This design comes from an exercise in tuning for small area and a short achievable clock period on the open sky130 flow, not from production work.
Function was checked by simulation only, so behaviour that the tests miss may differ from the original.
No run shown here takes its clock network from TritonCTS; it comes from the design's own scripts or RTL.
The clock input has no modelled driver; a real chip could not lean on it and would need a root buffer or a full tree.
Power and IR drop assume default switching activity.

==> flow/design.v <==
module rgb2hue(
        input clock,
        input reset_n,
        input in_valid,
        input [7:0] in_red,
        input [7:0] in_green,
        input [7:0] in_blue,
        input in_visual,
        input in_done,
        output out_valid,
        output [7:0] out_red,
        output [7:0] out_green,
        output [7:0] out_blue,
        output [7:0] out_hue,
        output out_visual,
        output out_done
    );
    function [8:0] add8;
        input [7:0] a;
        input [7:0] b;
        input ci;
        integer i;
        reg c;
        begin
            c = ci;
            for (i = 0; i < 8; i = i + 1) begin
                add8[i] = a[i] ^ b[i] ^ c;
                c = (a[i] & b[i]) | (a[i] & c) | (b[i] & c);
            end
            add8[8] = c;
        end
    endfunction
    function ge8;
        input [7:0] a;
        input [7:0] b;
        integer i;
        reg c;
        begin
            c = 1'b1;
            for (i = 0; i < 8; i = i + 1)
                c = (a[i] & ~b[i]) | (a[i] & c) | (~b[i] & c);
            ge8 = c;
        end
    endfunction
    function [8:0] dstep;
        input [7:0] rem;
        input [7:0] div;
        reg [8:0] t;
        reg qb;
        begin
            t = add8({rem[6:0], 1'b0}, ~div, 1'b1);
            qb = rem[7] | t[8];
            dstep = qb ? {1'b1, t[7:0]} : {1'b0, rem[6:0], 1'b0};
        end
    endfunction
    function dlast;
        input [7:0] rem;
        input [7:0] div;
        reg [8:0] t;
        begin
            t = add8({rem[6:0], 1'b0}, ~div, 1'b1);
            dlast = rem[7] | t[8];
        end
    endfunction
    reg [26:0] p1, p2, p3, p4, p5, p6;
    reg [7:0] hue6;
    reg [2:0] cnt;
    always @(posedge clock)
    begin
        if (!reset_n)
            cnt <= 3'd0;
        else if (cnt != 3'd5)
            cnt <= {cnt[1] & cnt[0] | cnt[2], cnt[1] ^ cnt[0], ~cnt[0]};
    end
    wire en = reset_n & (cnt == 3'd5);
    wire [7:0] r2 = p2[23:16];
    wire [7:0] g2 = p2[15:8];
    wire [7:0] b2 = p2[7:0];
    reg ge_rg3, ge_gb3, ge_br3;
    wire [7:0] r3 = p3[23:16];
    wire [7:0] g3 = p3[15:8];
    wire [7:0] b3 = p3[7:0];
    wire green_max3 = ge_gb3 & ~ge_rg3;
    wire blue_max3  = ge_br3 & ~ge_gb3;
    wire red_max3   = ~green_max3 & ~blue_max3;
    wire red_min3   = ~ge_rg3 & ge_br3;
    wire green_min3 = ~ge_gb3 & ge_rg3;
    wire blue_min3  = ~red_min3 & ~green_min3;
    wire [7:0] max3 = ({8{red_max3}} & r3) | ({8{green_max3}} & g3) | ({8{blue_max3}} & b3);
    wire [7:0] min3 = ({8{red_min3}} & r3) | ({8{green_min3}} & g3) | ({8{blue_min3}} & b3);
    wire [7:0] mid3 = ({8{~red_max3 & ~red_min3}} & r3) |
                      ({8{~green_max3 & ~green_min3}} & g3) |
                      ({8{~blue_max3 & ~blue_min3}} & b3);
    wire [8:0] dif3x = add8(max3, ~min3, 1'b1);
    wire [8:0] d3x = add8(mid3, ~min3, 1'b1);
    wire [7:0] dif3 = dif3x[7:0];
    wire [7:0] d3 = d3x[7:0];
    wire q4_3 = (d3 == dif3);
    wire [8:0] s3 = dstep(d3, dif3);
    reg [7:0] rem4, dif4;
    reg q4_4, q3_4;
    reg ge_rg4, ge_gb4, ge_br4;
    wire [8:0] s2 = dstep(rem4, dif4);
    wire [8:0] s1 = dstep(s2[7:0], dif4);
    reg [7:0] rem5, dif5;
    reg q4_5, q3_5, q2_5, q1_5;
    reg ge_rg5, ge_gb5, ge_br5;
    wire q0_5 = dlast(rem5, dif5);
    wire red_max5   = ge_rg5 & ~ge_br5;
    wire green_max5 = ge_gb5 & ~ge_rg5;
    wire blue_max5  = ge_br5 & ~ge_gb5;
    wire gray5 = ge_rg5 & ge_gb5 & ge_br5;
    wire minus5 = red_max5 & ~ge_gb5 | green_max5 & ~ge_br5 | blue_max5 & ~ge_rg5;
    wire [1:0] k5 = {blue_max5 | red_max5 & minus5, green_max5 | red_max5 & minus5};
    reg [5:0] f5;
    always @(*)
    begin
        if (gray5)
            f5 = 6'd0;
        else if (q4_5)
            f5 = 6'd42;
        else
            case ({q3_5, q2_5, q1_5, q0_5})
                4'd0: f5 = 6'd0;   4'd1: f5 = 6'd2;   4'd2: f5 = 6'd5;   4'd3: f5 = 6'd7;
                4'd4: f5 = 6'd10;  4'd5: f5 = 6'd13;  4'd6: f5 = 6'd15;  4'd7: f5 = 6'd18;
                4'd8: f5 = 6'd21;  4'd9: f5 = 6'd23;  4'd10: f5 = 6'd26; 4'd11: f5 = 6'd29;
                4'd12: f5 = 6'd31; 4'd13: f5 = 6'd34; 4'd14: f5 = 6'd37; default: f5 = 6'd39;
            endcase
    end
    wire qz5 = ~q4_5 & ~q3_5 & ~q2_5 & ~q1_5 & ~q0_5;
    wire [8:0] hue5 = add8({k5[1], k5[0], k5[1], k5[0], k5[1], k5[0], k5[1], k5[0]},
                           {minus5, minus5, f5 ^ {6{minus5}}}, minus5 & qz5);
    always @(posedge clock)
    begin
        p1 <= {in_valid, in_visual, in_done, in_red, in_green, in_blue};
        p2 <= p1;
        p3 <= p2;
        p4 <= p3;
        p5 <= p4;
        p6 <= en ? p5 : 27'd0;
        ge_rg3 <= ge8(r2, g2);
        ge_gb3 <= ge8(g2, b2);
        ge_br3 <= ge8(b2, r2);
        rem4 <= s3[7:0];
        dif4 <= dif3;
        q4_4 <= q4_3;
        q3_4 <= s3[8];
        ge_rg4 <= ge_rg3;
        ge_gb4 <= ge_gb3;
        ge_br4 <= ge_br3;
        rem5 <= s1[7:0];
        dif5 <= dif4;
        q4_5 <= q4_4;
        q3_5 <= q3_4;
        q2_5 <= s2[8];
        q1_5 <= s1[8];
        ge_rg5 <= ge_rg4;
        ge_gb5 <= ge_gb4;
        ge_br5 <= ge_br4;
        hue6 <= en ? hue5[7:0] : 8'd0;
    end
    assign out_valid = p6[26];
    assign out_visual = p6[25];
    assign out_done = p6[24];
    assign out_red = p6[23:16];
    assign out_green = p6[15:8];
    assign out_blue = p6[7:0];
    assign out_hue = hue6;
endmodule
==> flow/flow/run.sh <==
#!/bin/bash
# Layout flow: the standard flow with these changes.
# 1. Synthesis is the standard flow's synthesis script with a delay-targeted ABC mapping
#    (flow/abc_map.script) in place of ORFS's ABC script, and without the
#    full-adder extraction (whose fa/ha cells make slow ripple chains).
#    Registers and their names are the same as in the standard synthesis.
# 2. The ports get small buffers, and placement and routing repair aim at
#    setup slack beyond the 20 ns constraint (SETUP_SLACK_MARGIN).
# 3. CTS is replaced by flow/clock_tree.tcl: four clock buffers, one level.
# Each step's output goes to a log file of its own in the work folder.
set -euo pipefail
W=$(pwd)
M=${MARGIN:-14.5}
{
  head -n 1 synth_recipe.tcl
  echo "proc abc {args} { set i [lsearch \$args -script]; if {\$i >= 0} { lset args [expr {\$i + 1}] $W/flow/abc_map.script }; yosys abc {*}\$args }"
  tail -n +2 synth_recipe.tcl
} > flow_synth.tcl
bash standard.sh SYNTH_SCRIPT=$W/flow_synth.tcl ADDER_MAP_FILE= synth > synth.log 2>&1
bash standard.sh SETUP_SLACK_MARGIN=$M "BUFFER_PORTS_ARGS=-buffer_cell sky130_fd_sc_hd__buf_2" place > place.log 2>&1
bash standard.sh SETUP_SLACK_MARGIN=$M RUN_SCRIPT=$W/flow/clock_tree.tcl RUN_LOG_NAME_STEM=4_1_cts run > cts.log 2>&1
bash standard.sh SETUP_SLACK_MARGIN=$M finish > finish.log 2>&1
==> flow/flow/abc_map.script <==
strash
dch
map -D 3500
topo
stime -c
buffer -c
upsize -c -D 3500
dnsize -c -D 3500
==> flow/flow/clock_tree.tcl <==
# Clock tree made by hand in place of CTS, two levels of clkbuf_16: the
# clock port drives TOP buffers, each of which drives LEAVES / TOP leaf
# buffers, each of which drives the flip-flops of one region of the design.
# The regions come from splitting the flip-flops in halves at the median x,
# then the median y, and so on, so all leaves carry the same load. Every
# flip-flop's clock goes through the same two buffers kinds, so the clock
# arrives at all of them at nearly the same time. Then the usual post-CTS
# repair and legalization.
utl::set_metrics_stage "cts__{}"
source $::env(SCRIPTS_DIR)/load.tcl
erase_non_stage_variables cts
load_design 3_place.odb 3_place.sdc

set block [ord::get_db_block]
set db [ord::get_db]
set clk_net [$block findNet clock]
set master [$db findMaster sky130_fd_sc_hd__clkbuf_16]

set sinks {}
foreach it [$clk_net getITerms] {
  set loc [[$it getInst] getLocation]
  lappend sinks [list $it [lindex $loc 0] [lindex $loc 1]]
}
puts "clock sinks: [llength $sinks]"

set top_n 4
set leaf_n 8

# Split items ({object x y}) into n groups of equal size by recursive
# bisection, cutting along x first and then alternating.
proc split { items n idx } {
  if { $n <= 1 } {
    return [list $items]
  }
  set s [lsort -integer -index $idx $items]
  set h [expr {[llength $s] / 2}]
  set next [expr {$idx == 1 ? 2 : 1}]
  return [concat [split [lrange $s 0 [expr {$h - 1}]] [expr {$n / 2}] $next] \
    [split [lrange $s $h end] [expr {$n / 2}] $next]]
}

proc centroid { g } {
  set sx 0
  set sy 0
  foreach s $g {
    set sx [expr {$sx + [lindex $s 1]}]
    set sy [expr {$sy + [lindex $s 2]}]
  }
  set n [llength $g]
  return [list [expr {$sx / $n}] [expr {$sy / $n}]]
}

# A clkbuf_16 at (x, y) whose input is on net in, driving a new net.
proc add_buffer { name in x y } {
  set block [ord::get_db_block]
  set master [[ord::get_db] findMaster sky130_fd_sc_hd__clkbuf_16]
  set inst [odb::dbInst_create $block $master $name]
  set net [odb::dbNet_create $block ${name}_net]
  $net setSigType CLOCK
  [$inst findITerm A] connect $in
  [$inst findITerm X] connect $net
  $inst setLocation $x $y
  $inst setPlacementStatus PLACED
  return $net
}

set leaves {}
set i 0
foreach g [split $sinks $leaf_n 1] {
  set c [centroid $g]
  lappend leaves [list $g [lindex $c 0] [lindex $c 1]]
}
set t 0
foreach tg [split $leaves $top_n 1] {
  set c [centroid $tg]
  set top_net [add_buffer clkbuf_top_$t $clk_net [lindex $c 0] [lindex $c 1]]
  puts "top clock buffer $t: [llength $tg] leaves at $c"
  foreach leaf $tg {
    set leaf_net [add_buffer clkbuf_leaf_$i $top_net [lindex $leaf 1] [lindex $leaf 2]]
    foreach s [lindex $leaf 0] {
      set it [lindex $s 0]
      $it disconnect
      $it connect $leaf_net
    }
    puts "leaf clock buffer $i: [llength [lindex $leaf 0]] sinks at [lrange $leaf 1 2]"
    incr i
  }
  incr t
}
global_connect

set_propagated_clock [all_clocks]
set_placement_padding -global \
  -left $::env(CELL_PAD_IN_SITES_DETAIL_PLACEMENT) \
  -right $::env(CELL_PAD_IN_SITES_DETAIL_PLACEMENT)
detailed_placement
log_cmd estimate_parasitics -placement
report_clock_latency
repair_timing_helper
detailed_placement
check_placement -verbose
report_metrics 4 "cts final"
orfs_write_db $::env(RESULTS_DIR)/4_1_cts.odb
orfs_write_sdc $::env(RESULTS_DIR)/4_cts.sdc
==> flow/standard.sh <==
#!/bin/bash
# synth_recipe.tcl (not shown) runs the flow's synth.tcl, then flattens the netlist and writes it again
# the make line also repeats each setting of config.mk as NAME=value (left out here)
make -C /OpenROAD-flow-scripts/flow DESIGN_CONFIG=/design/flow/config.mk WORK_HOME=/design/flow/orfs CLKGATE_MAP_FILE= SYNTH_SCRIPT=/design/flow/synth_recipe.tcl "${@:-finish}"
==> flow/config.mk <==
export PLATFORM = sky130hd
export DESIGN_NAME = rgb2hue
export DESIGN_NICKNAME = rgb2hue
export VERILOG_FILES = /design/flow/design.v
export SDC_FILE = /design/flow/constraint.sdc
export NUM_CORES = 4
export LEC_CHECK = 0
export CAP_MARGIN = 20
export CORE_MARGIN = 2
export CORE_UTILIZATION = 40
export SLEW_MARGIN = 20
==> flow/constraint.sdc <==
create_clock -name core_clock -period 20.0 [get_ports {clock}]
set_input_delay 4.0000 -clock core_clock [delete_from_list [all_inputs] [get_ports {clock}]]
set_output_delay 4.0000 -clock core_clock [all_outputs]
set_load 0.01 [all_outputs]
==> flow_metrics.tcl, run 1 <==
set metrics [dict create \
    path_cells "buf_2" \
    yosysSeqAreaShare_pct 59.66 \
    rows 49 \
    crit_buf_inv 1 \
    path_class "flop to output port" \
    die-area_um2 19560 \
    synthToLayoutAreaGrowth_pct 11.98 \
    power_mw 1.279 \
    setup_viol 0 \
    hold_depth 0 \
    ios 64 \
    hold_viol_final 0 \
    holdPathEnd "p2[1]" \
    gp_congestion 0.8229 \
    die_h_um 139.9 \
    synth_area_um2 7382 \
    worst_path_max_delay_cell "dfxtp_1" \
    finalCriticalPeriod_ns 4.819 \
    fillers 1765 \
    dp_hpwl_um 9881 \
    yosysUniqueCellTypes 32 \
    synth-seq-cells 220 \
    avgRoutedWirePerCell_um 11.20 \
    dieWidth_um 139.9 \
    cts_hold_buf 0 \
    drt-vias-per-instance 4.488 \
    status "no timing/DRC/antenna violations" \
    layout-drive-gt1-share_pct 9.868 \
    io_buffers 63 \
    ys_warn_count 1 \
    worstHoldStart "p1[1]" \
    drt-total-wl_um 12770 \
    worstHoldPathType "flop to flop" \
    mostFrequentLayoutCells "dfxtp_1 (220), nand2_1 (144), inv_1 (138)" \
    rsz0062_at_grt "no" \
    cts_resized 0 \
    max_freq_mhz 207.5 \
    crit_family "flip-flops" \
    ff2ff_setup_slack_ns 15.24 \
    cp_max_fo 1 \
    clkTransAtPathRegs_ns 0.10 \
    cellPowerDensity_nw_per_um2 154.7 \
    drv_cap 0 \
    synth_nets 871 \
    required_ns 16.00 \
    end_kind "output port" \
    critPathLaunchType "flop" \
    synth_cells 842 \
    worstPathArrival_ns 0.82 \
    reg2regPathDepth 25 \
    grt_overflow 0 \
    grt_use_total_pct 12.72 \
    syn_area_per_cell_um2 8.767 \
    core_um2 18020 \
    vdd_drop_max_mv 0.1170 \
    fin_util_pct 45.86 \
    first_pass_iters 5 \
    r2r-start "ge_br3" \
    slew_violations 0 \
    diodes 0 \
    antenna_found_initial 0 \
    slew_headroom_pct 57.15 \
    vias 5121 \
    nNetsFinal 943 \
    r2r-end "rem4[7]" \
    final_common_cell "dfxtp_1" \
    power_leakage_nw 4.124 \
    timing.setup.tns_ns 0 \
    ant_nets 0 \
    insertion_delay_ns 0.29 \
    fin_crit_sh_pct 24.10 \
    clock_skew_ns 0.008074 \
    worst_pin_slew_ns 0.6404 \
    critPathMaxStageDelay_ns 0.38 \
    grt_pass1_vias 4755 \
    drt_iter0_markers 379 \
    drc 0 \
    grt_pass1_wl_um 21420 \
    initial_core_util_pct 40.96 \
    grt_max_degree 36 \
    post_cts_buffers 0 \
]
-- power breakdown --
group	internal (mW)	switching, mW	total, mW	leakage, nW
Clock	0.108	0.112	0.220	0.148
Sequential	0.501	0.0327	0.534	1.84
Combinational	0.198	0.327	0.525	2.13
Total	0.807	0.471	1.28	4.12
-- Yosys cell counts --
library cell,count,area (um2)
dfxtp_1,220,4404
nand2_1,144,540.5
inv_1,138,518.0
nor2_1,117,439.2
a21oi_1,41,205.2
o21ai_0,30,150.1
xor2_1,28,245.2
nand3_1,16,80.08
xnor2_1,16,140.1
a22oi_1,15,112.6
or2_2,12,75.07
o221ai_1,11,96.34
o22ai_1,8,50.05
a221oi_1,6,52.55
nor3_1,6,30.03
a32o_1,5,50.05
clkbuf_1,4,15.01
o211ai_1,3,22.52
o21bai_1,3,22.52
a2111oi_0,2,17.52
a21boi_0,2,15.01
buf_2,2,10.01
nand4_1,2,12.51
nor2_2,2,12.51
o31ai_1,2,15.01
and3_1,1,6.260
clkinv_1,1,3.750
mux2i_1,1,10.01
nand3b_1,1,7.510
nor4_1,1,6.260
o21a_1,1,7.510
o41ai_1,1,8.760
-- per-stage QoR --
step                      cells  area, um2  hold slack (ns)  setup WS (ns)
after global placement     1129       7966           0.3098          15.07
after floorplan             842       7382           0.3096          15.34
after detailed placement   1129       7966           0.3121          15.03
final                      1141       8267           0.3257          15.18
after global routing       1141       8267           0.3299          14.64
-- registers in the layout, indices dropped and copies added (netlist names), 3 cells and up --
signal  cells
cnt         3
dif4        8
dif5        8
hue6        8
p1         27
p2         27
p3         27
p4         27
p5         27
p6         27
rem4        8
rem5        8
-- kinds of logic (layout without fill, tap and decap cells) --
kind of cell / Yosys count / in the layout / synth area share, %
buf+inv: 145 / 215 / 7.407
simple gates: 302 / 302 / 16.39
flops: 220 / 220 / 59.66
xor+xnor: 44 / 44 / 5.220
mux: 1 / 1 / 0.1356
compound gates: 130 / 130 / 11.19
-- routing by layer --
layer	vias up	global-route usage [%]	routed length (um)
li1	2783	-	-
met1	2216	16.76	6052
met2	109	22.77	5917
met3	13	1.376	560
met4	0	2.368	244
met5	-	0	0
-- final cells by class --
type / instances / area (um2) / share of cell area [%]
tap: 229 / 286.5 / 3.466
multi-input combinational: 477 / 2431 / 29.41
timing repair buffer: 64 / 322.8 / 3.905
inverter: 139 / 521.8 / 6.311
sequential: 220 / 4404 / 53.28
buffer: 12 / 300.3 / 3.633
-- how the worst max path moves through the flow --
stage | startpoint | to | slack [ns] | cells past startpoint
3_5_place_dp | reset_n | hue6[7] | 15.03 | 4
5_1_grt | ge_br3 | rem4[7] | 14.64 | 25
6_report | p6[10] | out_green[2] | 15.18 | 1
3_3_place_gp | reset_n | hue6[7] | 15.07 | 4
2_1_floorplan | reset_n | hue6[7] | 15.34 | 2
4_1_cts | p6[10] | out_green[2] | 15.18 | 1
==> run 2, diff against run 1 <==
--- a/flow/design.v
+++ b/flow/design.v
@@ -97,6 +97,5 @@
     wire [7:0] d3 = d3x[7:0];
-    wire q4_3 = (d3 == dif3);
     wire [8:0] s3 = dstep(d3, dif3);
     reg [7:0] rem4, dif4;
-    reg q4_4, q3_4;
+    reg q3_4;
     reg ge_rg4, ge_gb4, ge_br4;
@@ -105,5 +104,6 @@
     reg [7:0] rem5, dif5;
-    reg q4_5, q3_5, q2_5, q1_5;
+    reg q3_5, q2_5, q1_5;
     reg ge_rg5, ge_gb5, ge_br5;
     wire q0_5 = dlast(rem5, dif5);
+    wire q4_5 = (rem5 == dif5);
     wire red_max5   = ge_rg5 & ~ge_br5;
@@ -145,3 +145,2 @@
         dif4 <= dif3;
-        q4_4 <= q4_3;
         q3_4 <= s3[8];
@@ -152,3 +151,2 @@
         dif5 <= dif4;
-        q4_5 <= q4_4;
         q3_5 <= q3_4;
--- a/flow/flow/run.sh
+++ b/flow/flow/run.sh
@@ -12,3 +12,3 @@
 W=$(pwd)
-M=${MARGIN:-14.5}
+M=${MARGIN:-15.2}
 {
==> flow_metrics.tcl, run 2 <==
set metrics [dict create \
    hold_depth 0 \
    dieWidth_um 139.2 \
    worstHoldStart "p1[20]" \
    syn_area_per_cell_um2 8.909 \
    yosys-top-cells-count "dfxtp_1 (218), nand2_1 (159), inv_1 (120)" \
    grt_max_degree 33 \
    diodes 0 \
    crit_family "flip-flops" \
    rsz0062_at_grt "yes" \
    fin_crit_sh_pct 23.84 \
    cp_max_fo 1 \
    synth-main-ff-cell "dfxtp_1" \
    finalCriticalPeriod_ns 4.769 \
    avgRoutedWirePerCell_um 11.33 \
    rows 49 \
    fillers 1728 \
    met1_length_um 5728 \
    vias 5077 \
    path_class "flop to output port" \
    place_area_um2 7900 \
    worst_pin_slew_ns 0.6952 \
    cellPowerDensity_nw_per_um2 157.2 \
    gp_congestion 0.8877 \
    path_cells "buf_2" \
    ant_nets 0 \
    mostFrequentLayoutCells "dfxtp_1 (216), nand2_1 (159), inv_1 (120)" \
    final_common_cell "dfxtp_1" \
    ys_warn_count 1 \
    ios 64 \
    drt_iter0_markers 315 \
    insertion_delay_ns 0.29 \
    critPathLaunchType "flop" \
    required_ns 16.00 \
    slew_violations 0 \
    io_buffers 63 \
    yosys.area.top_type "dfxtp_1" \
    grt_pass1_wl_um 21380 \
    synth_top_area_share_pct 59.66 \
    status "no timing/DRC/antenna violations" \
    hold_viol_final 0 \
    synth_edf_count 0 \
    dp_hpwl_um 9853 \
    die-area_um2 19380 \
    timing.setup.tns_ns 0 \
    grt_overflow 0 \
    clock_skew_ns 0.01268 \
    crit_buf_inv 1 \
    clkTransAtPathRegs_ns 0.10 \
    setup_viol 0 \
    drt-vias-per-instance 4.533 \
    slew_headroom_pct 53.48 \
    grt_use_total_pct 12.75 \
    r2r-end "rem4[4]" \
    synth_cells 821 \
    drt-total-wl_um 12690 \
    yosysUniqueCellTypes 33 \
    critPathMaxStageDelay_ns 0.35 \
    first_pass_iters 4 \
    max_freq_mhz 209.7 \
    top_layer "met4" \
    vdd_drop_max_mv 0.08471 \
    cts_hold_buf 0 \
    core_um2 17960 \
    drc 0 \
    synth_nets 850 \
    yosysSeqAreaShare_pct 59.66 \
    ys_top_cells_by_area "dfxtp_1 (60%), nand2_1 (8.2%), inv_1 (6.2%)" \
    post_cts_buffers 0 \
    worstHoldPathType "flop to flop" \
    final_area_um2 8215 \
    worst_path_max_delay_cell "dfxtp_1" \
    ff2ff_setup_slack_ns 15.74 \
    nNetsFinal 922 \
    worstPathArrival_ns 0.77 \
    yosysMostFrequentCell "dfxtp_1" \
    power_leakage_nw 4.066 \
    holdPathEnd "p2[20]" \
    synth-seq-cells 218 \
    initial_core_util_pct 40.72 \
    grt_pass1_vias 4735 \
    end_kind "output port" \
    drv_cap 0 \
    layout-drive-gt1-share_pct 11.00 \
    synth_area_um2 7315 \
    r2r-start "ge_rg3" \
    async_flop_share_pct 0 \
    route.met3.wl_um 708 \
    antenna_found_initial 0 \
    reg2regPathDepth 19 \
    met2_length_um 6003 \
    synthToLayoutAreaGrowth_pct 12.32 \
    die_h_um 139.2 \
]
[run 2: worst max path at each step]
stage / depth (start not counted) / to / from / slack, ns
after floorplan: 4 / hue6[0] / reset_n / 15.27
after global placement: 5 / hue6[2] / reset_n / 15.04
after detailed placement: 4 / hue6[7] / reset_n / 15.02
after CTS: 1 / out_green[6] / p6[14] / 15.21
after global routing: 27 / rem5[1] / dif4[0] / 15.17
final: 1 / out_blue[5] / p6[5] / 15.23
[run 2: routing by layer]
layer / track usage [%] / vias up
met5: 0 / -
met4: 2.552 / 0
met3: 1.755 / 24
met2: 22.81 / 123
met1: 16.51 / 2195
li1: - / 2735
[run 2: repair_timing]
item / 4_1_cts / 5_1_grt
gates resized for setup: 1 / 5
pin swaps: 0 / 1
setup endpoints to repair: 1 / 13
hold endpoints to repair: 0 / 0
gates cloned: 0 / 0
[run 2: layout make-up]
class	count	area [um2]	share of cell area (%)
plain buffers	12	300.3	3.655
inverters	121	454.2	5.528
multi-input cells	476	2485	30.25
flip-flops and latches	218	4367	53.15
well taps	229	286.5	3.488
repair buffers	64	322.8	3.929
[run 2: cell families after synthesis]
| kind of cell | count (synthesis) | synth area share, % |
|---|---|---|
| buffers and inverters | 127 | 6.534 |
| AO/OA/AOI/OAI | 124 | 10.76 |
| AND/OR/NAND/NOR | 298 | 16.47 |
| flip-flops | 218 | 59.66 |
| XOR/XNOR | 49 | 5.867 |
| multiplexers | 5 | 0.7013 |
[run 2: power breakdown]
group	internal (mW)	switching (mW)	total (mW)
clock	0.108	0.112	0.219
sequential	0.498	0.0411	0.539
combinational	0.213	0.321	0.533
total	0.818	0.473	1.29
[run 2: metrics by stage]
stage	total power, mW	hold WS, ns	std cells	worst slack [ns]	utilization, %
after detailed placement	1.085	0.3121	1108	15.02	43.98
after global routing	1.423	0.3352	1120	15.17	45.73
after global placement	1.075	0.3102	1108	15.04	43.98
after floorplan	0.9887	0.3096	821	15.27	-
final	1.292	0.3219	1120	15.23	45.73
==> run 3, diff against run 2 <==
==> flow/design.v (replaced) <==
module rgb2hue(
        input clock,
        input reset_n,
        input in_valid,
        input [7:0] in_red,
        input [7:0] in_green,
        input [7:0] in_blue,
        input in_visual,
        input in_done,
        output out_valid,
        output [7:0] out_red,
        output [7:0] out_green,
        output [7:0] out_blue,
        output [7:0] out_hue,
        output out_visual,
        output out_done
    );
    function [8:0] add8;
        input [7:0] a;
        input [7:0] b;
        input ci;
        integer i;
        reg c;
        begin
            c = ci;
            for (i = 0; i < 8; i = i + 1) begin
                add8[i] = a[i] ^ b[i] ^ c;
                c = (a[i] & b[i]) | (a[i] & c) | (b[i] & c);
            end
            add8[8] = c;
        end
    endfunction
    function ge8;
        input [7:0] a;
        input [7:0] b;
        integer i;
        reg c;
        begin
            c = 1'b1;
            for (i = 0; i < 8; i = i + 1)
                c = (a[i] & ~b[i]) | (a[i] & c) | (~b[i] & c);
            ge8 = c;
        end
    endfunction
    function [8:0] dstep;
        input [7:0] rem;
        input [7:0] div;
        reg [8:0] t;
        reg qb;
        begin
            t = add8({rem[6:0], 1'b0}, ~div, 1'b1);
            qb = rem[7] | t[8];
            dstep = qb ? {1'b1, t[7:0]} : {1'b0, rem[6:0], 1'b0};
        end
    endfunction
    function dlast;
        input [7:0] rem;
        input [7:0] div;
        reg [8:0] t;
        begin
            t = add8({rem[6:0], 1'b0}, ~div, 1'b1);
            dlast = rem[7] | t[8];
        end
    endfunction
    reg [26:0] p1, p2, p3, p4, p5, p6;
    reg [7:0] hue6;
    reg [2:0] cnt;
    reg ok;
    always @(posedge clock)
    begin
        if (!reset_n) begin
            cnt <= 3'd0;
            ok <= 1'b0;
        end
        else begin
            if (cnt != 3'd5)
                cnt <= {cnt[1] & cnt[0] | cnt[2], cnt[1] ^ cnt[0], ~cnt[0]};
            ok <= (cnt == 3'd4) | (cnt == 3'd5);
        end
    end
    wire en = reset_n & ok;
    wire [7:0] r1 = p1[23:16];
    wire [7:0] g1 = p1[15:8];
    wire [7:0] b1 = p1[7:0];
    reg ge_rg2, ge_gb2, ge_br2;
    wire [7:0] r2 = p2[23:16];
    wire [7:0] g2 = p2[15:8];
    wire [7:0] b2 = p2[7:0];
    wire green_max2 = ge_gb2 & ~ge_rg2;
    wire blue_max2  = ge_br2 & ~ge_gb2;
    wire red_max2   = ~green_max2 & ~blue_max2;
    wire red_min2   = ~ge_rg2 & ge_br2;
    wire green_min2 = ~ge_gb2 & ge_rg2;
    wire blue_min2  = ~red_min2 & ~green_min2;
    wire [7:0] max2 = ({8{red_max2}} & r2) | ({8{green_max2}} & g2) | ({8{blue_max2}} & b2);
    wire [7:0] min2 = ({8{red_min2}} & r2) | ({8{green_min2}} & g2) | ({8{blue_min2}} & b2);
    wire [7:0] mid2 = ({8{~red_max2 & ~red_min2}} & r2) |
                      ({8{~green_max2 & ~green_min2}} & g2) |
                      ({8{~blue_max2 & ~blue_min2}} & b2);
    wire [8:0] dif2x = add8(max2, ~min2, 1'b1);
    wire [8:0] d2x = add8(mid2, ~min2, 1'b1);
    wire gray2 = ge_rg2 & ge_gb2 & ge_br2;
    wire minus2 = gray2 | red_max2 & green_min2 | green_max2 & blue_min2 | blue_max2 & red_min2;
    wire [1:0] k2 = gray2 ? 2'd0 :
                    {blue_max2 | red_max2 & minus2, green_max2 | red_max2 & minus2};
    reg [7:0] d3, dif3;
    reg minus3;
    reg [1:0] k3;
    wire q4_3 = (d3 == dif3);
    wire [8:0] s3 = dstep(d3, dif3);
    wire [8:0] s2 = dstep(s3[7:0], dif3);
    reg [7:0] rem4, dif4;
    reg q4_4, q3_4, q2_4;
    reg minus4;
    reg [1:0] k4;
    wire [8:0] s1 = dstep(rem4, dif4);
    wire q0_4 = dlast(s1[7:0], dif4);
    reg q4_5, q3_5, q2_5, q1_5, q0_5;
    reg minus5;
    reg [1:0] k5;
    wire gray5 = minus5 & (k5 == 2'd0);
    wire [3:0] ql5 = {q3_5, q2_5, q1_5, q0_5};
    wire [10:0] q85 = {1'b0, ql5, 6'd0} + {3'd0, ql5, 4'd0} + {5'd0, ql5, 2'd0} + {7'd0, ql5};
    wire [5:0] f5 = gray5 ? 6'd0 : q4_5 ? 6'd42 : q85[10:5];
    wire m5 = minus5 & ~gray5;
    wire qz5 = ~q4_5 & ~q3_5 & ~q2_5 & ~q1_5 & ~q0_5;
    wire [8:0] hue5 = add8({k5[1], k5[0], k5[1], k5[0], k5[1], k5[0], k5[1], k5[0]},
                           {m5, m5, f5 ^ {6{m5}}}, m5 & qz5);
    always @(posedge clock)
    begin
        p1 <= {in_valid, in_visual, in_done, in_red, in_green, in_blue};
        p2 <= p1;
        p3 <= p2;
        p4 <= p3;
        p5 <= p4;
        p6 <= en ? p5 : 27'd0;
        ge_rg2 <= ge8(r1, g1);
        ge_gb2 <= ge8(g1, b1);
        ge_br2 <= ge8(b1, r1);
        d3 <= d2x[7:0];
        dif3 <= dif2x[7:0];
        minus3 <= minus2;
        k3 <= k2;
        rem4 <= s2[7:0];
        dif4 <= dif3;
        q4_4 <= q4_3;
        q3_4 <= s3[8];
        q2_4 <= s2[8];
        minus4 <= minus3;
        k4 <= k3;
        q4_5 <= q4_4;
        q3_5 <= q3_4;
        q2_5 <= q2_4;
        q1_5 <= s1[8];
        q0_5 <= q0_4;
        minus5 <= minus4;
        k5 <= k4;
        hue6 <= en ? hue5[7:0] : 8'd0;
    end
    assign out_valid = p6[26];
    assign out_visual = p6[25];
    assign out_done = p6[24];
    assign out_red = p6[23:16];
    assign out_green = p6[15:8];
    assign out_blue = p6[7:0];
    assign out_hue = hue6;
endmodule
--- a/flow/flow/run.sh
+++ b/flow/flow/run.sh
@@ -12,3 +12,3 @@
 W=$(pwd)
-M=${MARGIN:-15.2}
+M=${MARGIN:-15.35}
 {
==> flow/flow/abc_map.script (replaced) <==
strash
dch -f
map -D 4500
amap
topo
stime -c
buffer -c
upsize -c -D 4500
dnsize -c -D 4500
--- a/flow/flow/clock_tree.tcl
+++ b/flow/flow/clock_tree.tcl
@@ -27,2 +27,4 @@
 set leaf_n 8
+set top_cell sky130_fd_sc_hd__inv_16
+set leaf_cell sky130_fd_sc_hd__inv_16
 
@@ -52,6 +54,7 @@
 
-# A clkbuf_16 at (x, y) whose input is on net in, driving a new net.
-proc add_buffer { name in x y } {
+# A cell of the given master (a buffer or an inverter) at (x, y) whose
+# input is on net in, driving a new net.
+proc add_driver { name master_name in x y } {
   set block [ord::get_db_block]
-  set master [[ord::get_db] findMaster sky130_fd_sc_hd__clkbuf_16]
+  set master [[ord::get_db] findMaster $master_name]
   set inst [odb::dbInst_create $block $master $name]
@@ -60,3 +63,5 @@
   [$inst findITerm A] connect $in
-  [$inst findITerm X] connect $net
+  foreach mt [$master getMTerms] {
+    if {[$mt getIoType] eq "OUTPUT"} { [$inst findITerm [$mt getName]] connect $net }
+  }
   $inst setLocation $x $y
@@ -75,6 +80,6 @@
   set c [centroid $tg]
-  set top_net [add_buffer clkbuf_top_$t $clk_net [lindex $c 0] [lindex $c 1]]
+  set top_net [add_driver clkbuf_top_$t $top_cell $clk_net [lindex $c 0] [lindex $c 1]]
   puts "top clock buffer $t: [llength $tg] leaves at $c"
   foreach leaf $tg {
-    set leaf_net [add_buffer clkbuf_leaf_$i $top_net [lindex $leaf 1] [lindex $leaf 2]]
+    set leaf_net [add_driver clkbuf_leaf_$i $leaf_cell $top_net [lindex $leaf 1] [lindex $leaf 2]]
     foreach s [lindex $leaf 0] {
==> flow_metrics.tcl, run 3 <==
set metrics [dict create \
    status "no timing/DRC/antenna violations" \
    drv_cap 0 \
    core_um2 17360 \
    drt_iter0_markers 485 \
    final_common_cell "dfxtp_1" \
    whs_ns 0.3226 \
    place_ws_ns 14.88 \
    yosys.area.top_type "dfxtp_1" \
    stdcell_count 1029 \
    ff2ff_setup_slack_ns 15.77 \
    diodes 0 \
    clkTransAtPathRegs_ns 0.08 \
    fin_crit_sh_pct 22.90 \
    antenna_found_initial 0 \
    ys_top_cells_by_area "dfxtp_1 (64%), nor2_1 (5.3%), inv_1 (4.2%)" \
    final_area_um2 8093 \
    avgRoutedWirePerCell_um 12.20 \
    power_leakage_nw 3.567 \
    worst_path_max_delay_cell "dfxtp_1" \
    worst_slack_ns 15.42 \
    yosys-top-cells-count "dfxtp_1 (226), nor2_1 (101), inv_1 (79)" \
    post-place-cells 1009 \
    path_class "flop to output port" \
    die-area_um2 18890 \
    timing.setup.tns_ns 0 \
    path_cells "buf_2" \
    nNetsFinal 835 \
    grt_pass1_vias 4418 \
    fillers 1636 \
    mostFrequentLayoutCells "dfxtp_1 (224), nor2_1 (100), inv_1 (77)" \
    synth-seq-cells 226 \
    die_h_um 137.5 \
    synth_top_area_share_pct 63.51 \
    cp.depth 1 \
    synth-main-ff-cell "dfxtp_1" \
    dieWidth_um 137.5 \
    io_buffers 63 \
    critPathLaunchType "flop" \
    drt-vias-per-instance 4.826 \
    grt_max_degree 35 \
    hold_viol_final 0 \
    dp_hpwl_um 9290 \
    required_ns 16.00 \
    synthToLayoutAreaGrowth_pct 13.59 \
    reg2regPathDepth 30 \
    place_area_um2 7714 \
    cellPowerDensity_nw_per_um2 151.6 \
    clock_skew_ns 0.007701 \
    grt_overflow 0 \
    layout-drive-gt1-share_pct 12.81 \
    slew_violations 0 \
    crit_family "flip-flops" \
    r2r-end "rem4[5]" \
    ys_warn_count 1 \
    synth_nets 753 \
    worstHoldStart "q4_4" \
    synth_edf_count 0 \
    drt-total-wl_um 12550 \
    rows 48 \
    crit_buf_inv 1 \
    syn_area_per_cell_um2 9.840 \
    async_flop_share_pct 0 \
    yosysSeqAreaShare_pct 63.51 \
    cts_hold_buf 0 \
    vias 4966 \
    synth_cells 724 \
    rsz0062_at_grt "no" \
    first_pass_iters 7 \
    finalCriticalPeriod_ns 4.581 \
    ant_nets 0 \
    cp_max_fo 1 \
    max_freq_mhz 218.3 \
    worst_pin_slew_ns 0.6722 \
    grt_pass1_wl_um 20610 \
    setup_viol 0 \
    worstHoldPathType "flop to flop" \
    holdPathEnd "q4_5" \
    gp_congestion 0.8318 \
    drc 0 \
    slew_headroom_pct 55.02 \
    critPathMaxStageDelay_ns 0.33 \
    worstPathArrival_ns 0.58 \
    insertion_delay_ns 0.13 \
    end_kind "output port" \
    initial_core_util_pct 41.05 \
    grt_use_total_pct 13.12 \
    yosysMostFrequentCell "dfxtp_1" \
    vdd_drop_max_mv 0.06752 \
    synth_area_um2 7124 \
    ios 64 \
    r2r-start "dif3[0]" \
    yosysUniqueCellTypes 35 \
    hold_depth 0 \
]
[run 3: changes by cell type after synthesis, moves of 19 or more]
| cell | previous run | this run |
|---|---|---|
| xnor2_1 | 23 | 1 |
| nand2_1 | 159 | 49 |
| o21ai_0 | 29 | 53 |
| nor2b_1 | 0 | 37 |
| inv_1 | 120 | 79 |
| o22ai_1 | 10 | 29 |
| a222oi_1 | 0 | 26 |
[run 3: cell families (layout without fill, tap and decap cells)]
| logic type | Yosys count | after routing | synth area share (%) |
|---|---|---|---|
| flops | 226 | 226 | 63.51 |
| simple gates | 203 | 203 | 12.56 |
| compound gates | 201 | 201 | 18.35 |
| buf+inv | 85 | 165 | 4.478 |
| xor+xnor | 9 | 9 | 1.106 |
[run 3: layer usage]
metal / GRT usage, % / wire, um / up-vias
met4: 1.833 / 155 / 0
met1: 18.42 / 5954 / 2154
met2: 22.25 / 5593 / 137
li1: - / - / 2664
met5: 0 / 0 / -
met3: 1.582 / 846 / 11
[run 3: worst max-delay path by stage]
stage / slack, ns / from / to
floorplan: 15.37 / reset_n / hue6[1]
global placement: 15.03 / dif3[0] / rem4[6]
detailed placement: 14.88 / dif3[1] / rem4[6]
CTS: 15.37 / reset_n / hue6[2]
global route: 15.32 / dif3[1] / rem4[4]
finish: 15.42 / p6[3] / out_blue[3]
[run 3: what timing repair did]
action / in CTS / in global routing
buffers inserted: 3 / 4
pin swaps: 4 / 5
gates resized for setup: 8 / 13
cloned: 0 / 1
endpoints found under the setup margin: 11 / 11
hold endpoints to repair: 0 / 0
[run 3: layout make-up]
type	count	area, um2	share of cell area [%]
Inverter	93	544.3	6.725
Sequential cell	226	4527	55.94
Multi-Input combinational cell	413	2327	28.76
Tap cell	225	281.5	3.479
Timing Repair Buffer	72	412.9	5.102
[run 3: worst reg2reg max path, delay by kind of cell, from the launching register on]
family / cells / cell delay, ns
AO/OA/AOI/OAI: 17 / 2.54
AND/OR/NAND/NOR: 5 / 0.49
buffers and inverters: 8 / 0.79
flip-flops: 1 / 0.35
[run 3: stage by stage]
step / utilization [%] / power (mW)
final: 46.63 / 1.226
after global routing: 46.63 / 1.330
after detailed placement: 44.44 / 0.9948
after global placement: 44.44 / 0.9912
after floorplan: - / 0.9057
[run 3: where the power goes]
group / leakage, nW / internal [mW] / switching, mW / total, mW
Clock: 0.117 / 0.0449 / 0.150 / 0.194
Combinational: 1.56 / 0.191 / 0.281 / 0.472
Sequential: 1.89 / 0.513 / 0.0477 / 0.560
Total: 3.57 / 0.749 / 0.478 / 1.23
==> run 4, diff against run 3 <==
--- a/flow/design.v
+++ b/flow/design.v
@@ -108,3 +108,2 @@
     reg [1:0] k3;
-    wire q4_3 = (d3 == dif3);
     wire [8:0] s3 = dstep(d3, dif3);
@@ -112,5 +111,6 @@
     reg [7:0] rem4, dif4;
-    reg q4_4, q3_4, q2_4;
+    reg q3_4, q2_4;
     reg minus4;
     reg [1:0] k4;
+    wire q4_4 = (rem4 == dif4);
     wire [8:0] s1 = dstep(rem4, dif4);
@@ -145,3 +145,2 @@
         dif4 <= dif3;
-        q4_4 <= q4_3;
         q3_4 <= s3[8];
--- a/flow/flow/run.sh
+++ b/flow/flow/run.sh
@@ -19,3 +19,3 @@
 bash standard.sh SYNTH_SCRIPT=$W/flow_synth.tcl ADDER_MAP_FILE= synth > synth.log 2>&1
-bash standard.sh SETUP_SLACK_MARGIN=$M "BUFFER_PORTS_ARGS=-buffer_cell sky130_fd_sc_hd__buf_2" place > place.log 2>&1
+bash standard.sh SETUP_SLACK_MARGIN=$M "BUFFER_PORTS_ARGS=-buffer_cell sky130_fd_sc_hd__buf_1" place > place.log 2>&1
 bash standard.sh SETUP_SLACK_MARGIN=$M RUN_SCRIPT=$W/flow/clock_tree.tcl RUN_LOG_NAME_STEM=4_1_cts run > cts.log 2>&1
==> flow_metrics.tcl, run 4 <==
set metrics [dict create \
    critPathLaunchType "flop" \
    grt_pass1_vias 4323 \
    synth_cells 718 \
    internal-power_uw 738.9 \
    setup_viol 0 \
    status "no timing/DRC/antenna violations" \
    hold_depth 0 \
    r2r-start "dif3[0]" \
    grt_overflow 0 \
    io_buffers 63 \
    synth_area_um2 7102 \
    nNetsFinal 826 \
    slew_violations 0 \
    reg2regPathDepth 28 \
    fin_crit_sh_pct 23.06 \
    vias 4989 \
    ant_nets 0 \
    ios 64 \
    drc 0 \
    post-place-cells 1004 \
    initial_core_util_pct 40.92 \
    die_h_um 137.2 \
    synth_top_area_share_pct 63.42 \
    p_switching_uw 490.9 \
    holdPathEnd "p4[19]" \
    critPathMaxStageDelay_ns 0.34 \
    clkTransAtPathRegs_ns 0.09 \
    worstHoldStart "p3[19]" \
    dp_hpwl_um 9322 \
    synth_nets 747 \
    first_pass_iters 10 \
    clock_skew_ns 0.01563 \
    drt-total-wl_um 12870 \
    path_cells "clkbuf_2" \
    avgRoutedWirePerCell_um 12.62 \
    final_common_cell "dfxtp_1" \
    insertion_delay_ns 0.13 \
    synth-main-ff-cell "dfxtp_1" \
    hold_viol_final 0 \
    whs_ns 0.3191 \
    ys_top_cells_by_area "dfxtp_1 (63%), nor2_1 (5.4%), inv_1 (4.1%)" \
    syn_area_per_cell_um2 9.891 \
    synthToLayoutAreaGrowth_pct 12.32 \
    grt_pass1_wl_um 20240 \
    r2r-end "rem4[7]" \
    ys_warn_count 1 \
    power_leakage_nw 3.343 \
    stdcell_count 1020 \
    core_um2 17360 \
    crit_buf_inv 1 \
    grt_max_degree 35 \
    diodes 0 \
    slew_headroom_pct 49.20 \
    yosysUniqueCellTypes 35 \
    p_sw_share_pct 39.92 \
    layout-drive-gt1-share_pct 5.535 \
    end_kind "output port" \
    required_ns 16.00 \
    worstPathArrival_ns 0.61 \
    ff2ff_setup_slack_ns 15.80 \
    die-area_um2 18840 \
    dieWidth_um 137.2 \
    synth_edf_count 0 \
    grt_use_total_pct 12.97 \
    yosys.area.top_type "dfxtp_1" \
    power_frac_seq_pct 45.3 \
    worst_pin_slew_ns 0.7592 \
    yosysSeqAreaShare_pct 63.42 \
    worst_path_max_delay_cell "dfxtp_1" \
    place_ws_ns 15.13 \
    finalCriticalPeriod_ns 4.612 \
    synth-seq-cells 225 \
    cp_max_fo 1 \
    rows 48 \
    yosys-top-cells-count "dfxtp_1 (225), nor2_1 (102), inv_1 (78)" \
    drt_iter0_markers 518 \
    async_flop_share_pct 0 \
    cts_hold_buf 0 \
    combPwrFrac_pct 38.7 \
    cellPowerDensity_nw_per_um2 154.2 \
    power_frac_clock_pct 16.1 \
    fin_util_pct 45.96 \
    crit_family "flip-flops" \
    timing.setup.tns_ns 0 \
    gp_congestion 0.8326 \
    max_freq_mhz 216.8 \
    power_mw 1.230 \
    mostFrequentLayoutCells "dfxtp_1 (225), nor2_1 (102), inv_1 (77)" \
    rsz0062_at_grt "no" \
    final_area_um2 7976 \
    yosysMostFrequentCell "dfxtp_1" \
    place_area_um2 7616 \
    drv_cap 0 \
    worst_slack_ns 15.39 \
    antenna_found_initial 0 \
    vdd_drop_max_mv 0.06594 \
    path_class "flop to output port" \
    worstHoldPathType "flop to flop" \
    drt-vias-per-instance 4.891 \
]
[run 4: kinds of logic after synthesis]
| kind of cell | count (synthesis) | share of synthesized area (%) |
|---|---|---|
| buf+inv | 83 | 4.387 |
| compound gates | 201 | 18.53 |
| simple gates | 198 | 12.30 |
| flops | 225 | 63.42 |
| xor+xnor | 11 | 1.357 |
[run 4: layout make-up]
class / instances / area [um2]
well taps: 225 / 281.5
multi-input cells: 410 / 2328
inverters: 92 / 540.5
flip-flops and latches: 225 / 4504
fillers: 1649 / 9380
repair buffers: 68 / 321.6
[run 4: how the worst max path moves through the flow]
stage	from	end	slack (ns)	cells after the start
global placement	reset_n	hue6[2]	15.14	6
finish	p6[7]	out_blue[7]	15.39	1
detailed placement	dif3[0]	rem4[5]	15.13	24
CTS	p6[7]	out_blue[7]	15.35	1
floorplan	reset_n	hue6[1]	15.37	3
global route	dif3[0]	rem4[2]	15.35	26
[run 4: what timing repair did]
| item | CTS | global route |
|---|---|---|
| pin swaps | 1 | 3 |
| hold endpoints to repair | 0 | 0 |
| setup endpoints to repair | 9 | 25 |
| cloned | 0 | 1 |
| setup buffers | 2 | 1 |
| gates resized for setup | 3 | 25 |
[run 4: layer usage]
metal  share of wire, %  GRT usage (%)  up-vias
li1                   -              -     2632
met5                  0              0        -
met3                5.6          1.398       26
met4                2.1          2.749        0
met2                 44          21.75      135
met1                 48          18.12     2196
[run 4: power by group through the flow]
stage | clock (mW) | sequential, mW | combinational, mW
after floorplan | 0 | 0.551 | 0.366
after global placement | 0 | 0.566 | 0.437
after detailed placement | 0 | 0.566 | 0.442
after CTS | 0.205 | 0.556 | 0.453
after global routing | 0.225 | 0.565 | 0.543
final | 0.197 | 0.557 | 0.476
==> run 5, diff against run 4 <==
--- a/flow/flow/run.sh
+++ b/flow/flow/run.sh
@@ -12,3 +12,3 @@
 W=$(pwd)
-M=${MARGIN:-15.35}
+M=${MARGIN:-15.3}
 {
--- a/flow/flow/clock_tree.tcl
+++ b/flow/flow/clock_tree.tcl
@@ -27,3 +27,3 @@
 set leaf_n 8
-set top_cell sky130_fd_sc_hd__inv_16
+set top_cell sky130_fd_sc_hd__inv_8
 set leaf_cell sky130_fd_sc_hd__inv_16
==> flow_metrics.tcl, run 5 <==
set metrics [dict create \
    status "no timing/DRC/antenna violations" \
    max_freq_mhz 215.3 \
    critPathMaxStageDelay_ns 0.34 \
    nNetsFinal 824 \
    synth_top_area_share_pct 63.42 \
    synth_edf_count 0 \
    ant_nets 0 \
    yosysMostFrequentCell "dfxtp_1" \
    final_common_cell "dfxtp_1" \
    drv_cap 0 \
    die-area_um2 18840 \
    power_leakage_nw 3.261 \
    path_cells "buf_1" \
    yosys-top-cells-count "dfxtp_1 (225), nor2_1 (102), inv_1 (78)" \
    insertion_delay_ns 0.15 \
    vdd_drop_max_mv 0.06490 \
    drt-total-wl_um 12650 \
    antenna_found_initial 0 \
    multiInputGateArea_um2 2318 \
    reg2regPathDepth 28 \
    mostFrequentLayoutCells "dfxtp_1 (225), nor2_1 (102), inv_1 (77)" \
    post-place-cells 1004 \
    layout-drive-gt1-share_pct 3.153 \
    seqCellArea_um2 4504 \
    yosysSeqAreaShare_pct 63.42 \
    final_area_um2 7881 \
    gp_congestion 0.8326 \
    grt_max_degree 35 \
    hold_depth 0 \
    drc 0 \
    grt_pass1_vias 4320 \
    whs_ns 0.3154 \
    worstHoldPathType "flop to flop" \
    diodes 0 \
    worst_path_max_delay_cell "dfxtp_1" \
    yosys.area.top_type "dfxtp_1" \
    place_area_um2 7616 \
    io_buffers 63 \
    first_pass_iters 8 \
    synth_cells 718 \
    grt_pass1_wl_um 20260 \
    slew_violations 0 \
    rsz0062_at_grt "no" \
    drt-vias-per-instance 4.905 \
    cp.depth 1 \
    finalCriticalPeriod_ns 4.644 \
    die_h_um 137.2 \
    required_ns 16.00 \
    worst_pin_slew_ns 0.7444 \
    clkTransAtPathRegs_ns 0.09 \
    slew_headroom_pct 50.19 \
    end_kind "output port" \
    crit_buf_inv 1 \
    avgRoutedWirePerCell_um 12.43 \
    clock_skew_ns 0.01928 \
    critPathLaunchType "flop" \
    hold_viol_final 0 \
    fillers 1670 \
    crit_family "flip-flops" \
    grt_use_total_pct 13.00 \
    ys_top_cells_by_area "dfxtp_1 (63%), nor2_1 (5.4%), inv_1 (4.1%)" \
    synth_area_um2 7102 \
    cellPowerDensity_nw_per_um2 154.4 \
    synth-main-ff-cell "dfxtp_1" \
    timing.setup.tns_ns 0 \
    ios 64 \
    setup_viol 0 \
    cp_max_fo 1 \
    vias 4993 \
    path_class "flop to output port" \
    synth_nets 747 \
    initial_core_util_pct 40.92 \
    fin_crit_sh_pct 23.22 \
    dp_hpwl_um 9322 \
    synthToLayoutAreaGrowth_pct 10.98 \
    worstPathArrival_ns 0.64 \
    stdcell_count 1018 \
    rows 48 \
    ys_warn_count 1 \
    dieWidth_um 137.2 \
    synth-seq-cells 225 \
    yosysUniqueCellTypes 35 \
    async_flop_share_pct 0 \
    syn_area_per_cell_um2 9.891 \
    drt_iter0_markers 589 \
    power_mw 1.217 \
    core_um2 17360 \
    grt_overflow 0 \
]
## run 5: cell families (layout without fill, tap and decap cells)
family	Yosys count	count (layout)	share of synthesized area, %
AOI/OAI and AO/OA	201	201	18.53
xor gates and xnor gates	11	11	1.357
buffers and inverters	83	158	4.387
DFF	225	225	63.42
and+or+nand+nor	198	198	12.30
## run 5: per-layer routing
metal | vias to the layer above | global-route usage (%) | routed length (um)
li1 | 2635 | - | -
met1 | 2197 | 18.10 | 6088
met2 | 141 | 21.75 | 5561
met3 | 20 | 1.729 | 761
met4 | 0 | 2.520 | 237
met5 | - | 0 | 0
## run 5: path summary, 6_finish.rpt
| path | from | endpoint | slack [ns] |
|---|---|---|---|
| setup / recovery | p6[7] | out_blue[7] | 15.36 |
| hold / removal | p3[19] | p4[19] | 0.32 |
| setup reg to reg | dif3[0] | rem4[7] | 15.75 |
| hold reg to reg | p3[19] | p4[19] | 0.32 |
## run 5: stage by stage
step	setup WS [ns]	util [%]
floorplan	15.37	-
global placement	15.14	43.88
detailed placement	15.13	43.88
global route	15.29	45.41
finish	15.36	45.41
## run 5: area by class of cell
class	instances	share of cell area [%]
inverters	92	6.414
multi-input cells	410	29.42
flip-flops and latches	225	57.15
well taps	225	3.572
repair buffers	66	3.445
## run 5: power breakdown
part / total (mW) / switching [mW] / leakage (nW) / internal, mW
registers: 0.556 / 0.0458 / 1.88 / 0.510
logic: 0.473 / 0.291 / 1.27 / 0.182
clock network: 0.187 / 0.151 / 0.102 / 0.0361
## run 5: what timing repair did
action,4_1_cts,5_1_grt
setup endpoints to repair,9,11
hold buffers,0,0
gates resized for setup,2,9
pin swaps,1,2
buffers inserted,2,0
gates cloned,0,0
==> run 6, diff against run 5 <==
--- a/flow/flow/run.sh
+++ b/flow/flow/run.sh
@@ -1,3 +1,3 @@
 #!/bin/bash
-# Layout flow: the standard flow with these changes.
+# Layout flow: the standard flow (standard.sh) with these changes.
 # 1. Synthesis is the standard flow's synthesis script with a delay-targeted ABC mapping
@@ -6,6 +6,12 @@
 #    Registers and their names are the same as in the standard synthesis.
-# 2. The ports get small buffers, and placement and routing repair aim at
-#    setup slack beyond the 20 ns constraint (SETUP_SLACK_MARGIN).
-# 3. CTS is replaced by flow/clock_tree.tcl: four clock buffers, one level.
-# Each step's output goes to a log file of its own in the work folder.
+# 2. The ports get buf_1 buffers (the repair upsizes those that need it),
+#    and the repair steps aim at setup slack beyond the 20 ns constraint
+#    (SETUP_SLACK_MARGIN), so that they work on the paths that set the
+#    achieved period.
+# 3. CTS is replaced by flow/clock_tree.tcl: a balanced two-level tree of
+#    inverters, the same two inverters from the clock port to every
+#    flip-flop.
+# Each step's output goes to a log file of its own in the work folder
+# (synth.log, place.log, cts.log, finish.log); ORFS's own logs are under
+# orfs/logs.
 set -euo pipefail
--- a/flow/flow/clock_tree.tcl
+++ b/flow/flow/clock_tree.tcl
@@ -1,9 +1,10 @@
-# Clock tree made by hand in place of CTS, two levels of clkbuf_16: the
-# clock port drives TOP buffers, each of which drives LEAVES / TOP leaf
-# buffers, each of which drives the flip-flops of one region of the design.
-# The regions come from splitting the flip-flops in halves at the median x,
-# then the median y, and so on, so all leaves carry the same load. Every
-# flip-flop's clock goes through the same two buffers kinds, so the clock
+# Clock tree made by hand in place of CTS, two levels of inverters (so the
+# flip-flops see the clock's own polarity): the clock port drives top_n
+# inverters, each of which drives leaf_n / top_n leaf inverters, each of
+# which drives the flip-flops of one region of the design. The regions come
+# from splitting the flip-flops in halves at the median x, then the median
+# y, and so on, so all leaves carry the same load. Every flip-flop's clock
+# goes through one top and one leaf inverter of the same kinds, so the clock
 # arrives at all of them at nearly the same time. Then the usual post-CTS
-# repair and legalization.
+# repair and legalization, as ORFS's cts.tcl does them.
 utl::set_metrics_stage "cts__{}"
@@ -16,3 +17,2 @@
 set clk_net [$block findNet clock]
-set master [$db findMaster sky130_fd_sc_hd__clkbuf_16]
 
@@ -32,3 +32,3 @@
 # bisection, cutting along x first and then alternating.
-proc split { items n idx } {
+proc bisect_groups { items n idx } {
   if { $n <= 1 } {
@@ -39,4 +39,4 @@
   set next [expr {$idx == 1 ? 2 : 1}]
-  return [concat [split [lrange $s 0 [expr {$h - 1}]] [expr {$n / 2}] $next] \
-    [split [lrange $s $h end] [expr {$n / 2}] $next]]
+  return [concat [bisect_groups [lrange $s 0 [expr {$h - 1}]] [expr {$n / 2}] $next] \
+    [bisect_groups [lrange $s $h end] [expr {$n / 2}] $next]]
 }
@@ -73,3 +73,3 @@
 set i 0
-foreach g [split $sinks $leaf_n 1] {
+foreach g [bisect_groups $sinks $leaf_n 1] {
   set c [centroid $g]
@@ -78,8 +78,8 @@
 set t 0
-foreach tg [split $leaves $top_n 1] {
+foreach tg [bisect_groups $leaves $top_n 1] {
   set c [centroid $tg]
-  set top_net [add_driver clkbuf_top_$t $top_cell $clk_net [lindex $c 0] [lindex $c 1]]
-  puts "top clock buffer $t: [llength $tg] leaves at $c"
+  set top_net [add_driver clk_top_$t $top_cell $clk_net [lindex $c 0] [lindex $c 1]]
+  puts "top clock inverter $t: [llength $tg] leaves at $c"
   foreach leaf $tg {
-    set leaf_net [add_driver clkbuf_leaf_$i $leaf_cell $top_net [lindex $leaf 1] [lindex $leaf 2]]
+    set leaf_net [add_driver clk_leaf_$i $leaf_cell $top_net [lindex $leaf 1] [lindex $leaf 2]]
     foreach s [lindex $leaf 0] {
@@ -89,3 +89,3 @@
     }
-    puts "leaf clock buffer $i: [llength [lindex $leaf 0]] sinks at [lrange $leaf 1 2]"
+    puts "leaf clock inverter $i: [llength [lindex $leaf 0]] sinks at [lrange $leaf 1 2]"
     incr i
==> flow_metrics.tcl, run 6 <==
set metrics [dict create \
    status "no timing/DRC/antenna violations" \
    clkTransAtPathRegs_ns 0.09 \
    synth_top_area_share_pct 63.42 \
    dieWidth_um 137.2 \
    crit_buf_inv 1 \
    slew_headroom_pct 50.19 \
    rsz0062_at_grt "no" \
    grt_use_total_pct 13.00 \
    antenna_found_initial 0 \
    synthToLayoutAreaGrowth_pct 10.98 \
    ant_nets 0 \
    crit_family "flip-flops" \
    seqCellArea_um2 4504 \
    yosysSeqAreaShare_pct 63.42 \
    avgRoutedWirePerCell_um 12.43 \
    max_freq_mhz 215.3 \
    timing.setup.tns_ns 0 \
    dp_hpwl_um 9322 \
    mostFrequentLayoutCells "dfxtp_1 (225), nor2_1 (102), inv_1 (77)" \
    grt_pass1_wl_um 20260 \
    ys_warn_count 1 \
    die-area_um2 18840 \
    io_buffers 63 \
    drv_cap 0 \
    die_h_um 137.2 \
    cp.depth 1 \
    core_um2 17360 \
    synth_cells 718 \
    fillers 1670 \
    end_kind "output port" \
    whs_ns 0.3154 \
    worst_pin_slew_ns 0.7444 \
    path_cells "buf_1" \
    yosysMostFrequentCell "dfxtp_1" \
    hold_viol_final 0 \
    finalCriticalPeriod_ns 4.644 \
    diodes 0 \
    worstHoldPathType "flop to flop" \
    yosysUniqueCellTypes 35 \
    drc 0 \
    vdd_drop_max_mv 0.06490 \
    first_pass_iters 8 \
    final_common_cell "dfxtp_1" \
    cp_max_fo 1 \
    async_flop_share_pct 0 \
    critPathLaunchType "flop" \
    fin_crit_sh_pct 23.22 \
    drt_iter0_markers 589 \
    rows 48 \
    synth_nets 747 \
    power_leakage_nw 3.261 \
    worst_path_max_delay_cell "dfxtp_1" \
    multiInputGateArea_um2 2318 \
    ys_top_cells_by_area "dfxtp_1 (63%), nor2_1 (5.4%), inv_1 (4.1%)" \
    vias 4993 \
    hold_depth 0 \
    synth_area_um2 7102 \
    critPathMaxStageDelay_ns 0.34 \
    cellPowerDensity_nw_per_um2 154.4 \
    layout-drive-gt1-share_pct 3.153 \
    gp_congestion 0.8326 \
    power_mw 1.217 \
    nNetsFinal 824 \
    clock_skew_ns 0.01928 \
    slew_violations 0 \
    synth-main-ff-cell "dfxtp_1" \
    worstPathArrival_ns 0.64 \
    reg2regPathDepth 28 \
    synth_edf_count 0 \
    yosys-top-cells-count "dfxtp_1 (225), nor2_1 (102), inv_1 (78)" \
    required_ns 16.00 \
    grt_max_degree 35 \
    grt_overflow 0 \
    syn_area_per_cell_um2 9.891 \
    drt-total-wl_um 12650 \
    ios 64 \
    grt_pass1_vias 4320 \
    path_class "flop to output port" \
    insertion_delay_ns 0.15 \
    initial_core_util_pct 40.92 \
    synth-seq-cells 225 \
    yosys.area.top_type "dfxtp_1" \
    drt-vias-per-instance 4.905 \
    setup_viol 0 \
    cts_hold_buf 0 \
    fin_util_pct 45.41 \
]
==> run 6: cell counts in the layout (fill, tap and decap cells not counted) <==
Identical to the previous run, type by type.
==> run 6: path summary, 6_finish.rpt <==
kind                 endpoint  slack [ns]  startpoint
setup / recovery  out_blue[7]       15.36       p6[7]
setup reg to reg      rem4[7]       15.75     dif3[0]
hold / removal         p4[19]        0.32      p3[19]
hold reg to reg        p4[19]        0.32      p3[19]
==> run 6: timing repair <==
item                                    CTS  global route
setup buffers                             2             0
pin swaps                                 1             2
endpoints found under the setup margin    9            11
resized for setup                         2             9
==> run 6: routing by layer <==
layer	share of wire [%]	vias up	track usage [%]
met2	44	141	21.75
li1	-	2635	-
met4	1.9	0	2.520
met3	6.0	20	1.729
met5	0	-	0
met1	48	2197	18.10
==> run 6: power by group <==
part	switching [mW]	total (mW)	internal [mW]
Combinational	0.291	0.473	0.182
Clock	0.151	0.187	0.0361
Sequential	0.0458	0.556	0.510
==> run 6: logic make-up (layout without fill, tap and decap cells) <==
family | after synthesis | after routing | share of synthesized area (%)
compound gates | 201 | 201 | 18.53
buf+inv | 83 | 158 | 4.387
xor+xnor | 11 | 11 | 1.357
simple gates | 198 | 198 | 12.30
flops | 225 | 225 | 63.42
==> run 6: metrics by stage <==
step	area [um2]	setup slack, ns	std cells
3_3_place_gp	7616	15.14	1004
5_1_grt	7881	15.29	1018
2_1_floorplan	7102	15.37	718
3_5_place_dp	7616	15.13	1004
6_report	7881	15.36	1018
==> run 6: layout make-up <==
type                       instances  share of cell area (%)
tap                              225                   3.572
timing repair buffer              66                   3.445
inverter                          92                   6.414
sequential                       225                   57.15
multi-input combinational        410                   29.42

separate check: timing with driven ports:
In the flow no input, the clock included, has a driving cell. The finished layouts below were timed again as built, in two steps. Step 1 sets driving cells, clkbuf_16 on the clock port and buf_2 on the other inputs (assumed; they add their load-dependent delay and slew). Step 2 also shifts input and output timing later by t, the mid clock arrival at the registers, as if the neighbouring blocks saw the same clock. Three values: ideal, step 1, step 2; two values: the first two.
| run | shift t [ns] | slack for setup (ns) | worst hold slack (ns) | slew at the worst register clock pin (ns) |
|---|---|---|---|---|
| run 1 | 0.371 | 15.181 / 15.090 / 15.030 | 0.326 / 0.326 / 0.326 | 0.10 / 0.10 |
| run 2 | 0.372 | 15.231 / 15.142 / 15.036 | 0.322 / 0.322 / 0.322 | 0.10 / 0.10 |
| run 3 | 0.299 | 15.419 / 15.241 / 15.294 | 0.323 / 0.323 / 0.323 | 0.08 / 0.08 |
| run 4 | 0.305 | 15.388 / 15.207 / 15.302 | 0.319 / 0.318 / 0.318 | 0.09 / 0.09 |
| run 5 | 0.274 | 15.356 / 15.217 / 15.237 | 0.315 / 0.314 / 0.314 | 0.09 / 0.09 |
| run 6 | 0.274 | 15.356 / 15.217 / 15.237 | 0.315 / 0.314 / 0.314 | 0.09 / 0.09 |
After both steps every run listed still meets setup and hold. The setup slack of run 2, which loses most, moves by -0.089 ns with the drivers and by -0.195 ns with both steps.
